From an optimization exercise on the open Yosys and OpenROAD flow, aimed at small area and a short achievable clock period; shortcuts taken in it are not production practice. In this exercise RTL edits were held to simulation tests only and were not proved equivalent to the original. Power and IR drop assume default switching activity.

==> flow/design.v, too long to show whole: its modules and the start of the top module <==
// module DECODER_UNIT: 12 lines
// module ARITHMETIC_UNIT: 25 lines
// module ADDSUB: 17 lines
// module DIV_STEP: 19 lines
// module DIV_LAST: 13 lines
// module HIGH_OR: 22 lines
// module DIV_HEAD: 25 lines
// module DIV_TAIL: 29 lines
// module MUL16: 1070 lines
// module LOGIC_UNIT: 12 lines
// module CMP_UNIT: 13 lines
// module SHIFT_UNIT: 11 lines
// module ALU_TOP: 66 lines
module ALU_TOP (
  input  wire [15:0] A_TOP,
  input  wire [15:0] B_TOP,
  input  wire [3:0]  ALU_FUN_TOP,
  input  wire        CLK_TOP,
  input  wire        RST_TOP,
  output wire [31:0] Arith_OUT_TOP,
  output wire        Carry_OUT_TOP,
  output wire        Arith_Flag_TOP,
  output wire [15:0] Logic_OUT_TOP,
  output wire        Logic_Flag_TOP,
  output wire [1:0]  CMP_OUT_TOP,
  output wire        CMP_Flag_TOP,
  output wire [15:0] Shift_OUT_TOP,
  output wire        Shift_Flag_TOP
);
  // ...
==> flow/flow/run.sh <==
#!/bin/bash
# The standard layout (the standard.sh) with these changes:
# - the port buffers are sky130_fd_sc_hd__buf_1 cells;
# - Yosys's synth skips its generic "abc -fast" pass before full-adder
#   extraction (ABC still maps the design to cells afterwards);
# - ABC's area script (ABC_AREA = 1) is replaced by an area-recovering
#   mapping without ABC's buffering and sizing: strash; dch; amap; topo
#   (a copy of ORFS's scripts folder, with only abc_area.script changed);
# - CTS builds a clock tree of clkbuf_8 cells without dummy loads
#   (CTS_ARGS: -sink_clustering_enable -repair_clock_nets -buf_list sky130_fd_sc_hd__clkbuf_8 -dont_use_dummy_load);
set -euo pipefail
cp -r "$FLOW_HOME/scripts" orfs_scripts
printf 'strash\ndch\namap\ntopo\n' > orfs_scripts/abc_area.script
export SCRIPTS_DIR="$PWD/orfs_scripts"
export BUFFER_PORTS_ARGS="-buffer_cell sky130_fd_sc_hd__buf_1"
export SYNTH_ARGS="-noabc"
export SETUP_SLACK_MARGIN=82.8
export CTS_ARGS="-sink_clustering_enable -repair_clock_nets -buf_list sky130_fd_sc_hd__clkbuf_8 -dont_use_dummy_load"
bash standard.sh > standard.log 2>&1
==> flow/standard.sh <==
#!/bin/bash
# synth_recipe.tcl (not shown) runs the flow's synth.tcl, then flattens the netlist and writes it again
# the make line also repeats each setting of config.mk as NAME=value (left out here)
make -C /OpenROAD-flow-scripts/flow DESIGN_CONFIG=/design/flow/config.mk WORK_HOME=/design/flow/orfs CLKGATE_MAP_FILE= SYNTH_SCRIPT=/design/flow/synth_recipe.tcl "${@:-finish}"
==> flow/config.mk <==
export PLATFORM = sky130hd
export DESIGN_NAME = ALU_TOP
export DESIGN_NICKNAME = ALU_TOP
export VERILOG_FILES = /design/flow/design.v
export SDC_FILE = /design/flow/constraint.sdc
export NUM_CORES = 4
export LEC_CHECK = 0
export ABC_AREA = 1
export CAP_MARGIN = 20
export CORE_MARGIN = 2
export CORE_UTILIZATION = 50
export SLEW_MARGIN = 20
==> flow/constraint.sdc <==
create_clock -name core_clock -period 140.0 [get_ports {CLK_TOP}]
set_input_delay 28.0000 -clock core_clock [delete_from_list [all_inputs] [get_ports {CLK_TOP}]]
set_output_delay 28.0000 -clock core_clock [all_outputs]
set_load 0.01 [all_outputs]
==> results.ini, run 1 <==
[sta]
fin_tns_setup_ns = 0
drv_slew = 0
hold_slack_ns = 27.50
setup_ws_ns = 83.49
tightest_slew_ns = 1.07

[power_and_ir_drop]
ir_drop_mv = 0.0117
netSwitchingFraction = 0.499
p_leak_nw = 5.00

[finish]
fillCellCount = 2229
nMultiInputCombCells = 1167
utilization = 0.585
n_antenna_cell = 0
multi_input_area_um2 = 10600
seq_share = 0.0861
ff_latch_area_um2 = 1190
inv_count = 135
bufAreaShareNonClock = 0.0675
n_clock_buffer = 9
multi_input_area_share = 0.769
largest_class = multi-input gates

[clock_tree]
cts_setup_buffers = 4

[floorplan]
fp.dieArea_um2 = 25300
rows = 56
core_um2 = 23500

[worst_setup_path]
path_buf_inv = 3
crit_family = buffers and inverters
worstPathCellList = buf_1 > clkinv_1 > nor2_1 > buf_1
worst-path-stages = 4
required_ns = 112.00
cp_max_fo = 4

[synthesis]
ys.flop_type = dfxtp_1
synth-xor-area-share = 0

[run_status]
status = no timing/DRC/antenna violations

[detailed_routing]
wl_per_cell_um = 23.1
postRouteAntennaNets = 0

[grt]
grt_pass1_wl_um = 67700
met1_usage = 0.506

==> run 2, diff against run 1 <==
--- a/flow/config.mk
+++ b/flow/config.mk
@@ -10,3 +10,4 @@
 export CORE_MARGIN = 2
-export CORE_UTILIZATION = 50
+export CORE_UTILIZATION = 60
+export GPL_ROUTABILITY_DRIVEN = 0
 export SLEW_MARGIN = 20
==> results.ini, run 2 <==
[run_status]
status = no timing/DRC/antenna violations  ; unchanged

[synthesis]
synthArstFlopShare = 0.0690  ; unchanged
yosysWarnings = 1  ; unchanged
synth.distinct_cells = 28  ; unchanged
synth_edf_count = 0  ; unchanged
postSynthAreaPerCell_um2 = 8.85  ; unchanged
yosysSeqAreaShare = 0.0983  ; unchanged
syn_inst = 1359  ; unchanged
yosysMostFrequentCell = o22ai_1  ; unchanged
syn_nets = 1719  ; unchanged
ys.flop_type = dfxtp_1  ; unchanged
netlist.top_cell.by_area = fa_1  ; unchanged
ys_seq_elements = 58  ; unchanged
synthTopCellsByCount = o22ai_1 (262), fa_1 (255), nor2_1 (169)  ; unchanged
yosys.area.top_type_share = 0.424  ; unchanged
synth_area_leaders = fa_1 (42%), o22ai_1 (14%), dfxtp_1 (9.0%)  ; unchanged
syn_area_um2 = 12000  ; unchanged

[worst_setup_path]
crit_path_top_delay_cell = buf_1  ; unchanged
required_ns = 112.00  ; about the same
worstSetupEndpointType = output port  ; unchanged
crit_start = ALU_FUN_TOP[2]  ; was ALU_FUN_TOP[3]
cp_max_fo = 4  ; unchanged
arrival_ns = 28.53  ; was 28.51 ns
critical_path_class = input port to output port  ; unchanged
worstPathCellList = buf_1 > clkinv_1 > nor2_1 > buf_1  ; unchanged
worst_path_most_repeated_cell = buf_1  ; unchanged
max_stage_delay_ns = 0.16  ; was 0.15 ns
worstSetupStartpointType = input port  ; unchanged

[floorplan]
core_um2 = 19600  ; was 23500 um2
start_util = 0.614  ; was 0.511
fp.dieH_um = 146  ; was 159 um
rows = 51  ; was 56
die_width_um = 146  ; was 159 um
fp.dieArea_um2 = 21200  ; was 25300 um2
ioPinCount = 109  ; unchanged

[placed_design]
numPortBuffers = 108  ; unchanged
dp_hpwl_um = 30400  ; was 32200 um
dp_cells = 1759  ; was 1819

[detailed_routing]
totalWireLength_um = 41100  ; was 43000 um
drt_iter0_drc = 1370  ; was 1123
viasPerCell = 6.67  ; was 6.35
wl_per_cell_um = 22.8  ; was 23.1 um
postRouteAntennaNets = 0  ; unchanged
firstDrtPassIters = 9  ; was 6
post-route-drc-count = 0  ; unchanged
dr_total_vias = 11993  ; was 11829

[finish]
nNetsFinal = 1894  ; was 1906
fin_cells = 1798  ; was 1863
most-common-layout-cells = o22ai_1 (259), fa_1 (239), nor2_1 (160)  ; was o22ai_1 (259), fa_1 (238), nor2_1 (159)
final_common_cell = o22ai_1  ; unchanged
synthToLayoutAreaGrowth_pct = 13.2  ; was 14.5%
top_regs = a_r: 16 flops, b_r: 16 flops  ; unchanged
drive_gt1_frac = 0.0770  ; was 0.0848
fillCellCount = 1636  ; was 2229

[sta]
hold_viol = 0  ; unchanged
finalCriticalPeriod_ns = 56.53  ; was 56.51 ns
hold_slack_ns = 27.48  ; was 27.50 ns
fin_crit_sh = 0.404  ; about the same
drv_slew = 0  ; unchanged
rsz0062_at_grt = no  ; unchanged
relSlewSlack = 0.269  ; was 0.287
tightest_slew_ns = 1.09  ; was 1.07 ns
fmax_mhz = 17.7  ; about the same
fin_tns_setup_ns = 0  ; unchanged
report.final.setup_viol = 0  ; unchanged

[power_and_ir_drop]
powerDensity_nw_per_um2 = 12.4  ; was 12.3 nW/um2
ir_drop_mv = 0.0101  ; was 0.0117 mV
p_leak_nw = 4.95  ; was 5.00 nW

[grt]
grt_pass1_wl_um = 64500  ; was 67700 um
grt_pass1_vias = 11763  ; was 11717
grt_remaining_overflow = 0  ; unchanged
grt_usage = 0.389  ; was 0.344
antenna_found_initial = 0  ; unchanged
grt_max_degree = 44  ; unchanged

[clock_tree]
cts_tree = done  ; unchanged
h-tree-depth = 3  ; unchanged
clock_sinks = 58  ; unchanged
clk_pin_slew_ns = 0.06  ; was 0.05 ns
clk_path_buf_depth = 2  ; unchanged
cts_buffers = 9  ; unchanged
cts_root_buffer = clkbuf_8  ; unchanged
hold_buffers = 0  ; unchanged

[worst_hold_path]
hold_class = input port to async pin  ; unchanged

[flow_run]
cap_violations = 0  ; unchanged

-- run 2: logic make-up (layout without fill, tap and decap cells) --
logic type	after synthesis	count (layout)	synth area share
simple gates	317	318	0.105
other cells	0	1	0
buf+inv	135	307	0.0421
flops	58	58	0.0983
compound gates	527	527	0.260
fa+ha+maj	322	322	0.494
-- run 2: path summary, 6_finish.rpt --
path	to	slack, ns	cells after the start
setup / recovery	Logic_Flag_TOP	83.47	4
max in group asynchronous	f_r[3]	112.26	1
hold / removal	f_r[0]	27.48	1
min in group core_clock	a_r[4]	27.75	1
-- run 2: what timing repair did --
item	CTS	global route
setup endpoints to repair	13	13
gates resized for setup	32	38
pin swaps	6	11
setup buffers	5	21
cloned	0	2
-- run 2: per-stage QoR --
| stage | setup slack [ns] | utilization | power (W) | area (um2) |
|---|---|---|---|---|
| 2_1_floorplan | 82.87 | - | 0.000116 | 12000 |
| 3_3_place_gp | 81.22 | 0.665 | 0.000152 | 13000 |
| 3_5_place_dp | 80.02 | 0.665 | 0.000155 | 13000 |
| 4_1_cts | 82.84 | 0.679 | 0.000169 | 13300 |
| 5_1_grt | 82.81 | 0.695 | 0.000192 | 13600 |
| 6_report | 83.47 | 0.695 | 0.000169 | 13600 |
-- run 2: where the power goes --
group          switching (W)  internal [W]
registers         0.00000160     0.0000173
clock network     0.00000552    0.00000570
logic              0.0000770     0.0000617
-- run 2: cell type report --
class / count / area (um2) / share of cell area
Tap cell: 265 / 332 / 0.0243
Antenna cell: 1 / 2.50 / 0.000184
Multi-Input combinational cell: 1167 / 10600 / 0.778
Clock buffer: 9 / 124 / 0.00909
Inverter: 135 / 532 / 0.0390
Sequential cell: 58 / 1190 / 0.0871
Timing Repair Buffer: 163 / 855 / 0.0627
-- run 2: metal layers --
metal	track usage	vias up	wire length [um]
li1	-	5306	-
met1	0.541	5670	15700
met2	0.581	867	17900
met3	0.109	150	5460
met4	0.159	0	1960
met5	0	-	0
-- run 2: worst max-delay path, delay by kind of cell --
family                 cells  cell delay, ns
buffers and inverters      3            0.41
and+or+nand+nor            1            0.12
==> run 3, diff against run 2 <==
--- a/flow/config.mk
+++ b/flow/config.mk
@@ -11,3 +11,3 @@
 export CORE_UTILIZATION = 60
-export GPL_ROUTABILITY_DRIVEN = 0
+export CTS_BUF_LIST = sky130_fd_sc_hd__clkbuf_8
 export SLEW_MARGIN = 20
==> results.ini, run 3 <==
[run_status]
status = no timing/DRC/antenna violations  ; unchanged

[detailed_routing]
postRouteAntennaNets = 0  ; unchanged
totalWireLength_um = 41400  ; was 41100 um
drt_iter0_drc = 1203  ; was 1370
firstDrtPassIters = 6  ; was 9
dr_total_vias = 12091  ; was 11993
wl_per_cell_um = 23.0  ; was 22.8 um
viasPerCell = 6.71  ; was 6.67
post-route-drc-count = 0  ; unchanged

[floorplan]
rows = 51  ; unchanged
ioPinCount = 109  ; unchanged
core_um2 = 19600  ; unchanged
fp.dieArea_um2 = 21200  ; unchanged
die_width_um = 146  ; unchanged
fp.dieH_um = 146  ; unchanged
start_util = 0.614  ; unchanged

[synthesis]
synthArstFlopShare = 0.0690  ; unchanged
yosysMostFrequentCell = o22ai_1  ; unchanged
yosysSeqAreaShare = 0.0983  ; unchanged
netlist.top_cell.by_area = fa_1  ; unchanged
syn_nets = 1719  ; unchanged
ys_seq_elements = 58  ; unchanged
syn_inst = 1359  ; unchanged
synthTopCellsByCount = o22ai_1 (262), fa_1 (255), nor2_1 (169)  ; unchanged
synth.distinct_cells = 28  ; unchanged
yosys.area.top_type_share = 0.424  ; unchanged
ys.flop_type = dfxtp_1  ; unchanged
yosysWarnings = 1  ; unchanged
synth_area_leaders = fa_1 (42%), o22ai_1 (14%), dfxtp_1 (9.0%)  ; unchanged
syn_area_um2 = 12000  ; unchanged
synth_edf_count = 0  ; unchanged
postSynthAreaPerCell_um2 = 8.85  ; unchanged

[worst_setup_path]
cp_max_fo = 4  ; unchanged
arrival_ns = 28.51  ; was 28.53 ns
critical_path_class = input port to output port  ; unchanged
worstPathCellList = buf_1 > clkinv_1 > nor2_1 > buf_1  ; unchanged
required_ns = 112.00  ; about the same
path_buf_inv = 3  ; unchanged
worstSetupStartpointType = input port  ; unchanged
worst_path_most_repeated_cell = buf_1  ; unchanged
worstSetupEndpointType = output port  ; unchanged
crit_family = buffers and inverters  ; unchanged
max_stage_delay_ns = 0.15  ; was 0.16 ns
crit_path_top_delay_cell = buf_1  ; unchanged

[clock_tree]
clk_pin_slew_ns = 0.05  ; was 0.06 ns
clk_path_buf_depth = 2  ; unchanged
clock_sinks = 58  ; unchanged
cts_buffers = 9  ; unchanged
h-tree-depth = 3  ; unchanged
cts_tree = done  ; unchanged
cts_root_buffer = clkbuf_8  ; unchanged

[sta]
drv_slew = 0  ; unchanged
setup_ws_ns = 83.49  ; was 83.47 ns
fin_crit_sh = 0.404  ; about the same
relSlewSlack = 0.238  ; was 0.269
fmax_mhz = 17.7  ; about the same
hold_viol = 0  ; unchanged
finalCriticalPeriod_ns = 56.51  ; was 56.53 ns
fin_tns_setup_ns = 0  ; unchanged
tightest_slew_ns = 1.14  ; was 1.09 ns
report.final.setup_viol = 0  ; unchanged
rsz0062_at_grt = no  ; unchanged

[finish]
synthToLayoutAreaGrowth_pct = 13.3  ; was 13.2%
top_regs = a_r: 16 flops, b_r: 16 flops  ; unchanged
most-common-layout-cells = o22ai_1 (259), fa_1 (242), nor2_1 (161)  ; was o22ai_1 (259), fa_1 (239), nor2_1 (160)
final_common_cell = o22ai_1  ; unchanged
drive_gt1_frac = 0.0775  ; was 0.0770
n_antenna_cell = 0  ; was 1
utilization = 0.695  ; about the same
nNetsFinal = 1898  ; was 1894
fillCellCount = 1671  ; was 1636

[grt]
grt_pass1_vias = 11758  ; was 11763
grt_remaining_overflow = 0  ; unchanged
antenna_found_initial = 0  ; unchanged
grt_max_degree = 44  ; unchanged
grt_usage = 0.391  ; was 0.389
grt_pass1_wl_um = 64500  ; about the same

[power_and_ir_drop]
combPwrFrac = 0.824  ; was 0.821
p_leak_nw = 4.95  ; about the same
intPower_w = 0.0000862  ; was 0.0000848 W
powerDensity_nw_per_um2 = 12.7  ; was 12.4 nW/um2
pwr-share-seq = 0.110  ; was 0.112
clockPowerShare = 0.066  ; about the same
ir_drop_mv = 0.0113  ; was 0.0101 mV
netSwitchingFraction = 0.501  ; was 0.498
switching_power_w = 0.0000866  ; was 0.0000841 W

[flow_run]
cap_violations = 0  ; unchanged

[placed_design]
dp_hpwl_um = 30800  ; was 30400 um
gp_congestion = 0.948
numPortBuffers = 108  ; unchanged
pre_cts_ws_ns = 80.14  ; was 80.02 ns

[worst_hold_path]
hold_class = input port to async pin  ; unchanged

## run 3: final timing paths
check,start,to,slack (ns),depth (start not counted)
setup / recovery,ALU_FUN_TOP[3],CMP_Flag_TOP,83.49,4
max in group asynchronous,RST_TOP,f_r[3],112.24,1
min in group core_clock,A_TOP[2],a_r[2],27.75,1
hold / removal,RST_TOP,f_r[0],27.50,1
## run 3: repair_timing
action / CTS / global route
cloned: 0 / 3
hold buffers: 0 / 0
gates resized for setup: 32 / 37
pin swaps: 4 / 9
buffers inserted: 4 / 24
endpoints found under the setup margin: 13 / 13
## run 3: per-stage QoR
stage	area [um2]	hold slack (ns)	power [W]	instances
after global routing	13600	27.50	0.000194	1801
after global placement	13000	27.84	0.000152	1761
final	13600	27.50	0.000173	1801
after floorplan	12000	27.70	0.000116	1359
after CTS	13300	27.49	0.000172	1774
after detailed placement	13000	27.84	0.000158	1761
## run 3: area by class of cell
class | instances | area [um2] | share of cell area
sequential | 58 | 1190 | 0.0871
inverter | 135 | 538 | 0.0395
tap | 265 | 332 | 0.0243
timing repair buffer | 166 | 852 | 0.0625
multi-input combinational | 1168 | 10600 | 0.777
clock buffer | 9 | 124 | 0.00909
## run 3: cell families (layout without fill, tap and decap cells)
| logic type | Yosys count | after routing | share of synthesized area |
|---|---|---|---|
| fa+ha+maj | 322 | 322 | 0.494 |
| flops | 58 | 58 | 0.0983 |
| buf+inv | 135 | 310 | 0.0421 |
| compound gates | 527 | 527 | 0.260 |
| simple gates | 317 | 319 | 0.105 |
## run 3: power by group through the flow
| stage | clock network, W | registers, W | logic, W |
|---|---|---|---|
| 2_1_floorplan | 0 | 0.0000194 | 0.0000970 |
| 3_3_place_gp | 0 | 0.0000192 | 0.000133 |
| 3_5_place_dp | 0 | 0.0000192 | 0.000139 |
| 4_1_cts | 0.0000115 | 0.0000188 | 0.000142 |
| 5_1_grt | 0.0000122 | 0.0000190 | 0.000162 |
| 6_report | 0.0000114 | 0.0000190 | 0.000142 |
## run 3: per-layer routing
layer | global-route usage | part of all wire | up-vias
li1 | - | - | 5315
met1 | 0.555 | 0.39 | 5713
met2 | 0.571 | 0.43 | 887
met3 | 0.101 | 0.13 | 176
met4 | 0.172 | 0.052 | 0
met5 | 0 | 0 | -
==> run 4, diff against run 3 <==
--- a/flow/flow/run.sh
+++ b/flow/flow/run.sh
@@ -16,3 +16,3 @@
 export SYNTH_ARGS="-noabc"
-export SETUP_SLACK_MARGIN=82.8
+export SETUP_SLACK_MARGIN=83.3
 export CTS_ARGS="-sink_clustering_enable -repair_clock_nets -buf_list sky130_fd_sc_hd__clkbuf_8 -dont_use_dummy_load"
==> results.ini, run 4 <==
[power_and_ir_drop]
p_leak_nw = 4.96  ; was 4.95 nW
powerDensity_nw_per_um2 = 12.4  ; was 12.7 nW/um2
ir_drop_mv = 0.0132  ; was 0.0113 mV

[sta]
drv_slew = 0  ; unchanged
report.final.setup_viol = 0  ; unchanged
rsz0062_at_grt = yes  ; was no
relSlewSlack = 0.222  ; was 0.238
fin_tns_setup_ns = 0  ; unchanged
tightest_slew_ns = 1.16  ; was 1.14 ns
fmax_mhz = 17.7  ; about the same
hold_viol = 0  ; unchanged
hold_slack_ns = 27.50  ; about the same
finalCriticalPeriod_ns = 56.52  ; was 56.51 ns
fin_crit_sh = 0.404  ; about the same

[grt]
grt_pass1_wl_um = 64200  ; was 64500 um
grt_pass1_vias = 11524  ; was 11758
grt_usage = 0.387  ; was 0.391
grt_max_degree = 44  ; unchanged
antenna_found_initial = 0  ; unchanged
grt_remaining_overflow = 0  ; unchanged

[finish]
top_regs = a_r: 16 flops, b_r: 16 flops  ; unchanged
fin_cells = 1803  ; was 1801
fin_area_um2 = 13700  ; was 13600 um2
most-common-layout-cells = o22ai_1 (259), fa_1 (231), nor2_1 (160)  ; was o22ai_1 (259), fa_1 (242), nor2_1 (161)
synthToLayoutAreaGrowth_pct = 13.6  ; was 13.3%
n_antenna_cell = 0  ; unchanged
drive_gt1_frac = 0.0858  ; was 0.0775
final_common_cell = o22ai_1  ; unchanged
nNetsFinal = 1900  ; was 1898

[detailed_routing]
viasPerCell = 6.66  ; was 6.71
firstDrtPassIters = 7  ; was 6
post-route-drc-count = 0  ; unchanged
postRouteAntennaNets = 0  ; unchanged
dr_total_vias = 12000  ; was 12091
drt_iter0_drc = 1331  ; was 1203
totalWireLength_um = 40900  ; was 41400 um
wl_per_cell_um = 22.7  ; was 23.0 um

[synthesis]
synthTopCellsByCount = o22ai_1 (262), fa_1 (255), nor2_1 (169)  ; unchanged
yosysWarnings = 1  ; unchanged
postSynthAreaPerCell_um2 = 8.85  ; unchanged
synth_area_leaders = fa_1 (42%), o22ai_1 (14%), dfxtp_1 (9.0%)  ; unchanged
yosysMostFrequentCell = o22ai_1  ; unchanged
syn_nets = 1719  ; unchanged
netlist.top_cell.by_area = fa_1  ; unchanged
synth_edf_count = 0  ; unchanged
syn_inst = 1359  ; unchanged
ys_seq_elements = 58  ; unchanged
yosysSeqAreaShare = 0.0983  ; unchanged
synth.distinct_cells = 28  ; unchanged
syn_area_um2 = 12000  ; unchanged
yosys.area.top_type_share = 0.424  ; unchanged
synthArstFlopShare = 0.0690  ; unchanged
ys.flop_type = dfxtp_1  ; unchanged

[worst_setup_path]
worstSetupEndpointType = output port  ; unchanged
arrival_ns = 28.52  ; was 28.51 ns
critical_path_class = input port to output port  ; unchanged
cp_max_fo = 4  ; unchanged
required_ns = 112.00  ; about the same
worstSetupStartpointType = input port  ; unchanged

[placed_design]
dp_cells = 1759  ; was 1761
dp_hpwl_um = 30200  ; was 30800 um
gp_congestion = 0.926  ; was 0.948
numPortBuffers = 108  ; unchanged
post_dp_cell_area_um2 = 13000  ; about the same

[floorplan]
rows = 51  ; unchanged
fp.dieH_um = 146  ; unchanged
die_width_um = 146  ; unchanged
fp.dieArea_um2 = 21200  ; unchanged
start_util = 0.614  ; unchanged
core_um2 = 19600  ; unchanged
ioPinCount = 109  ; unchanged

[clock_tree]
cts_tree = done  ; unchanged
cts_root_buffer = clkbuf_8  ; unchanged
h-tree-depth = 3  ; unchanged
cts_buffers = 9  ; unchanged
clk_path_buf_depth = 2  ; unchanged
clock_sinks = 58  ; unchanged
clk_pin_slew_ns = 0.05  ; about the same

[flow_run]
cap_violations = 0  ; unchanged

[run_status]
status = no timing/DRC/antenna violations  ; unchanged

[worst_hold_path]
hold_class = input port to async pin  ; unchanged

[run 4: cell counts after synthesis]
No cell type changed its count.
[run 4: layout make-up]
type                            instances  area, um2
Multi-Input combinational cell       1167      10600
Tap cell                              265        332
Inverter                              135        549
Fill cell                            1683       5920
Clock buffer                            9        124
Sequential cell                        58       1190
Timing Repair Buffer                  169        876
[run 4: cell families after synthesis]
logic type,synth area share
adder cells (fa/ha/maj),0.494
AO/OA/AOI/OAI,0.260
flip-flops,0.0983
buffers and inverters,0.0421
AND/OR/NAND/NOR,0.105
[run 4: how the worst max path moves through the flow]
stage,startpoint,endpoint,cells past startpoint
3_3_place_gp,B_TOP[11],dr_r[9],94
4_1_cts,B_TOP[13],dr_r[10],94
5_1_grt,b_r[0],Arith_OUT_TOP[0],95
6_report,ALU_FUN_TOP[3],Shift_Flag_TOP,4
3_5_place_dp,B_TOP[11],dr_r[10],94
2_1_floorplan,B_TOP[11],dr_r[10],93
[run 4: per-layer routing]
layer  global-route usage  part of all wire
met1                0.566              0.39
met2                0.572              0.43
met3               0.0843              0.13
met4                0.145             0.046
met5                    0                 0
[run 4: power breakdown]
| group | internal, W | total, W | leakage [nW] | switching [W] |
|---|---|---|---|---|
| Clock | 0.00000568 | 0.0000113 | 0.0647 | 0.00000559 |
| Sequential | 0.0000173 | 0.0000189 | 0.497 | 0.00000160 |
| Combinational | 0.0000619 | 0.000139 | 4.40 | 0.0000772 |
[run 4: stage by stage]
step / worst slack, ns / power, W / utilization
after floorplan: 83.32 / 0.000116 / -
after detailed placement: 80.92 / 0.000155 / 0.666
after CTS: 83.32 / 0.000168 / 0.682
final: 83.48 / 0.000169 / 0.698
after global placement: 81.69 / 0.000152 / 0.666
after global routing: 83.20 / 0.000192 / 0.698
[run 4: critical path: stages]
cell and delay, ns:
buf_1 0.16, clkinv_1 0.11, nor2_1 0.11, buf_1 0.15
[run 4: timing repair]
action / CTS / global route
buffers inserted: 7 / 25
gates cloned: 0 / 3
setup endpoints to repair: 13 / 13
resized for setup: 37 / 40
pin swaps: 8 / 10
hold buffers: 0 / 0
==> run 5, diff against run 4 <==
--- a/flow/flow/run.sh
+++ b/flow/flow/run.sh
@@ -10,2 +10,4 @@
 #   (CTS_ARGS: -sink_clustering_enable -repair_clock_nets -buf_list sky130_fd_sc_hd__clkbuf_8 -dont_use_dummy_load);
+# - buf_4 and larger plain buffers are added to the platform's don't-use
+#   cells, so the repair steps buffer with smaller cells;
 set -euo pipefail
@@ -16,3 +18,4 @@
 export SYNTH_ARGS="-noabc"
-export SETUP_SLACK_MARGIN=83.3
+export SETUP_SLACK_MARGIN=82.8
+export DONT_USE_CELLS="sky130_fd_sc_hd__buf_4 sky130_fd_sc_hd__buf_6 sky130_fd_sc_hd__buf_8 sky130_fd_sc_hd__buf_12 sky130_fd_sc_hd__buf_16"
 export CTS_ARGS="-sink_clustering_enable -repair_clock_nets -buf_list sky130_fd_sc_hd__clkbuf_8 -dont_use_dummy_load"
==> results.ini, run 5 <==
[sta]
report.final.setup_viol = 0  ; unchanged
fmax_mhz = 17.7  ; about the same
hold_viol = 0  ; unchanged
fin_tns_setup_ns = 0  ; unchanged
drv_slew = 0  ; unchanged
setup_ws_ns = 83.49  ; was 83.48 ns
hold_slack_ns = 27.50  ; about the same
rsz0062_at_grt = no  ; was yes
tightest_slew_ns = 1.14  ; was 1.16 ns
relSlewSlack = 0.238  ; was 0.222
fin_crit_sh = 0.404  ; about the same
finalCriticalPeriod_ns = 56.51  ; was 56.52 ns

[finish]
final_common_cell = o22ai_1  ; unchanged
nNetsFinal = 1898  ; was 1900
fin_area_um2 = 13600  ; was 13700 um2
synthToLayoutAreaGrowth_pct = 13.3  ; was 13.6%
fillCellCount = 1671  ; was 1683
multi_input_area_um2 = 10600  ; about the same
top_regs = a_r: 16 flops, b_r: 16 flops  ; unchanged
ff_latch_area_um2 = 1190  ; unchanged
most-common-layout-cells = o22ai_1 (259), fa_1 (242), nor2_1 (161)  ; was o22ai_1 (259), fa_1 (231), nor2_1 (160)
drive_gt1_frac = 0.0775  ; was 0.0858
n_antenna_cell = 0  ; unchanged

[worst_setup_path]
cp_max_fo = 4  ; unchanged
critical_path_class = input port to output port  ; unchanged
worstSetupEndpointType = output port  ; unchanged
required_ns = 112.00  ; about the same
crit_path_top_delay_cell = buf_1  ; unchanged
crit_family = buffers and inverters  ; unchanged
worst_path_most_repeated_cell = buf_1  ; unchanged
arrival_ns = 28.51  ; was 28.52 ns
max_stage_delay_ns = 0.15  ; was 0.16 ns
path_buf_inv = 3  ; unchanged
worstSetupStartpointType = input port  ; unchanged
worstPathCellList = buf_1 > clkinv_1 > nor2_1 > buf_1  ; unchanged

[clock_tree]
cts_buffers = 9  ; unchanged
h-tree-depth = 3  ; unchanged
clk_pin_slew_ns = 0.05  ; about the same
hold_buffers = 0  ; unchanged
clock_sinks = 58  ; unchanged
clk_path_buf_depth = 2  ; unchanged
cts_tree = done  ; unchanged
cts_root_buffer = clkbuf_8  ; unchanged

[power_and_ir_drop]
ir_drop_mv = 0.0113  ; was 0.0132 mV
powerDensity_nw_per_um2 = 12.7  ; was 12.4 nW/um2
p_leak_nw = 4.95  ; was 4.96 nW

[synthesis]
synth_top_family_by_area = adder cells  ; unchanged
netlist.top_cell.by_area = fa_1  ; unchanged
syn_nets = 1719  ; unchanged
synth.distinct_cells = 28  ; unchanged
yosysSeqAreaShare = 0.0983  ; unchanged
synthTopCellsByCount = o22ai_1 (262), fa_1 (255), nor2_1 (169)  ; unchanged
synth_fa_ha_area_frac = 0.494  ; unchanged
yosysMostFrequentCell = o22ai_1  ; unchanged
ys_seq_elements = 58  ; unchanged
synth-xor-area-share = 0  ; unchanged
postSynthAreaPerCell_um2 = 8.85  ; unchanged
yosys.area.top_type_share = 0.424  ; unchanged
synthMuxAreaShare = 0  ; unchanged
synth_compound_area_frac = 0.260  ; unchanged
syn_inst = 1359  ; unchanged
synth_area_leaders = fa_1 (42%), o22ai_1 (14%), dfxtp_1 (9.0%)  ; unchanged
synth_edf_count = 0  ; unchanged
syn_area_um2 = 12000  ; unchanged
synthSimpleGateAreaFrac = 0.105  ; unchanged
synthArstFlopShare = 0.0690  ; unchanged
ys.flop_type = dfxtp_1  ; unchanged
yosysWarnings = 1  ; unchanged

[placed_design]
numPortBuffers = 108  ; unchanged
dp_hpwl_um = 30800  ; was 30200 um
pre_cts_ws_ns = 80.14  ; was 80.92 ns
gp_congestion = 0.948  ; was 0.926
post_dp_cell_area_um2 = 13000  ; about the same

[detailed_routing]
firstDrtPassIters = 6  ; was 7
post-route-drc-count = 0  ; unchanged
drt_iter0_drc = 1203  ; was 1331
viasPerCell = 6.71  ; was 6.66
wl_per_cell_um = 23.0  ; was 22.7 um
totalWireLength_um = 41400  ; was 40900 um
postRouteAntennaNets = 0  ; unchanged
dr_total_vias = 12091  ; was 12000

[grt]
grt_pass1_vias = 11758  ; was 11524
grt_max_degree = 44  ; unchanged
grt_remaining_overflow = 0  ; unchanged
antenna_found_initial = 0  ; unchanged
grt_usage = 0.391  ; was 0.387
grt_pass1_wl_um = 64500  ; was 64200 um

[worst_hold_path]
hold_class = input port to async pin  ; unchanged

[flow_run]
cap_violations = 0  ; unchanged

[run_status]
status = no timing/DRC/antenna violations  ; unchanged

[floorplan]
fp.dieArea_um2 = 21200  ; unchanged
ioPinCount = 109  ; unchanged
rows = 51  ; unchanged
start_util = 0.614  ; unchanged
die_width_um = 146  ; unchanged
fp.dieH_um = 146  ; unchanged
core_um2 = 19600  ; unchanged

run 5: changes by cell type in the layout (fill, tap and decap cells not counted), moves of 2 or more:
cell	change
o21ai_1	-3
fa_1	+11
o21ai_0	+3
fa_2	-11
nor2_2	-2
run 5: logic make-up after synthesis:
kind of cell	Yosys count
buf+inv	135
fa+ha+maj	322
simple gates	317
flops	58
compound gates	527
run 5: cell type report:
type | count | area share
clock buffers | 9 | 0.00909
inverters | 135 | 0.0395
multi-input cells | 1168 | 0.777
flip-flops and latches | 58 | 0.0871
well taps | 265 | 0.0243
repair buffers | 166 | 0.0625
run 5: layer usage:
layer	share of wire	wire length, um	GRT usage
met5	0	0	0
met4	0.052	2150	0.172
met3	0.13	5410	0.101
met2	0.43	17800	0.571
met1	0.39	16000	0.555
run 5: where the power goes:
group          internal, W  switching (W)
Clock           0.00000570     0.00000572
Sequential       0.0000173     0.00000165
Combinational    0.0000632      0.0000792
run 5: worst max path at each step:
stage,startpoint,to,slack [ns],cells past startpoint
after floorplan,B_TOP[11],dr_r[10],82.87,93
after global placement,B_TOP[11],dr_r[3],80.96,94
after detailed placement,B_TOP[11],dr_r[9],80.14,94
after CTS,B_TOP[13],dr_r[9],82.82,94
after global routing,B_TOP[11],dr_r[10],82.72,94
final,ALU_FUN_TOP[3],CMP_Flag_TOP,83.49,4
run 5: repair_timing:
action / 4_1_cts / 5_1_grt
pin swaps: 4 / 9
cloned: 0 / 3
setup buffers: 4 / 24
setup endpoints to repair: 13 / 13
resized for setup: 32 / 37
endpoints found under the hold margin: 0 / 0
run 5: per-stage QoR:
stage | total power (W) | std cells | utilization
final | 0.000173 | 1801 | 0.695
after global routing | 0.000194 | 1801 | 0.695
after CTS | 0.000172 | 1774 | 0.679
after detailed placement | 0.000158 | 1761 | 0.665
after global placement | 0.000152 | 1761 | 0.665
after floorplan | 0.000116 | 1359 | -

## afterwards: timing with drivers on the ports
Ports are ideal in the flow. The routed layouts listed here were re-timed in OpenROAD.
Step 1 (the two cells are an assumption about what drives the block):
set clk [get_ports {CLK_TOP}]
set_driving_cell -lib_cell sky130_fd_sc_hd__clkbuf_16 $clk
set_driving_cell -lib_cell sky130_fd_sc_hd__buf_2 [delete_from_list [all_inputs] $clk]
Step 2, shift: input delay + t, output delay - t, t = (earliest + latest rising clock arrival at the registers) / 2. This alone moves slack from input paths to output paths.
Three values: ideal ports, drivers, drivers and shift; two values: the first two.
| run | t (ns) | slack for setup (ns) | pins driven straight from the clock port |
|---|---|---|---|
| run 1 | 0.360 | 83.492 / 83.470 / 83.470 | 1 |
| run 2 | 0.349 | 83.466 / 83.444 / 83.444 | 1 |
| run 3 | 0.360 | 83.487 / 83.465 / 83.465 | 1 |
| run 4 | 0.365 | 83.476 / 83.455 / 83.455 | 1 |
| run 5 | 0.360 | 83.487 / 83.465 / 83.465 | 1 |
After both steps setup and hold are still met in every run listed.
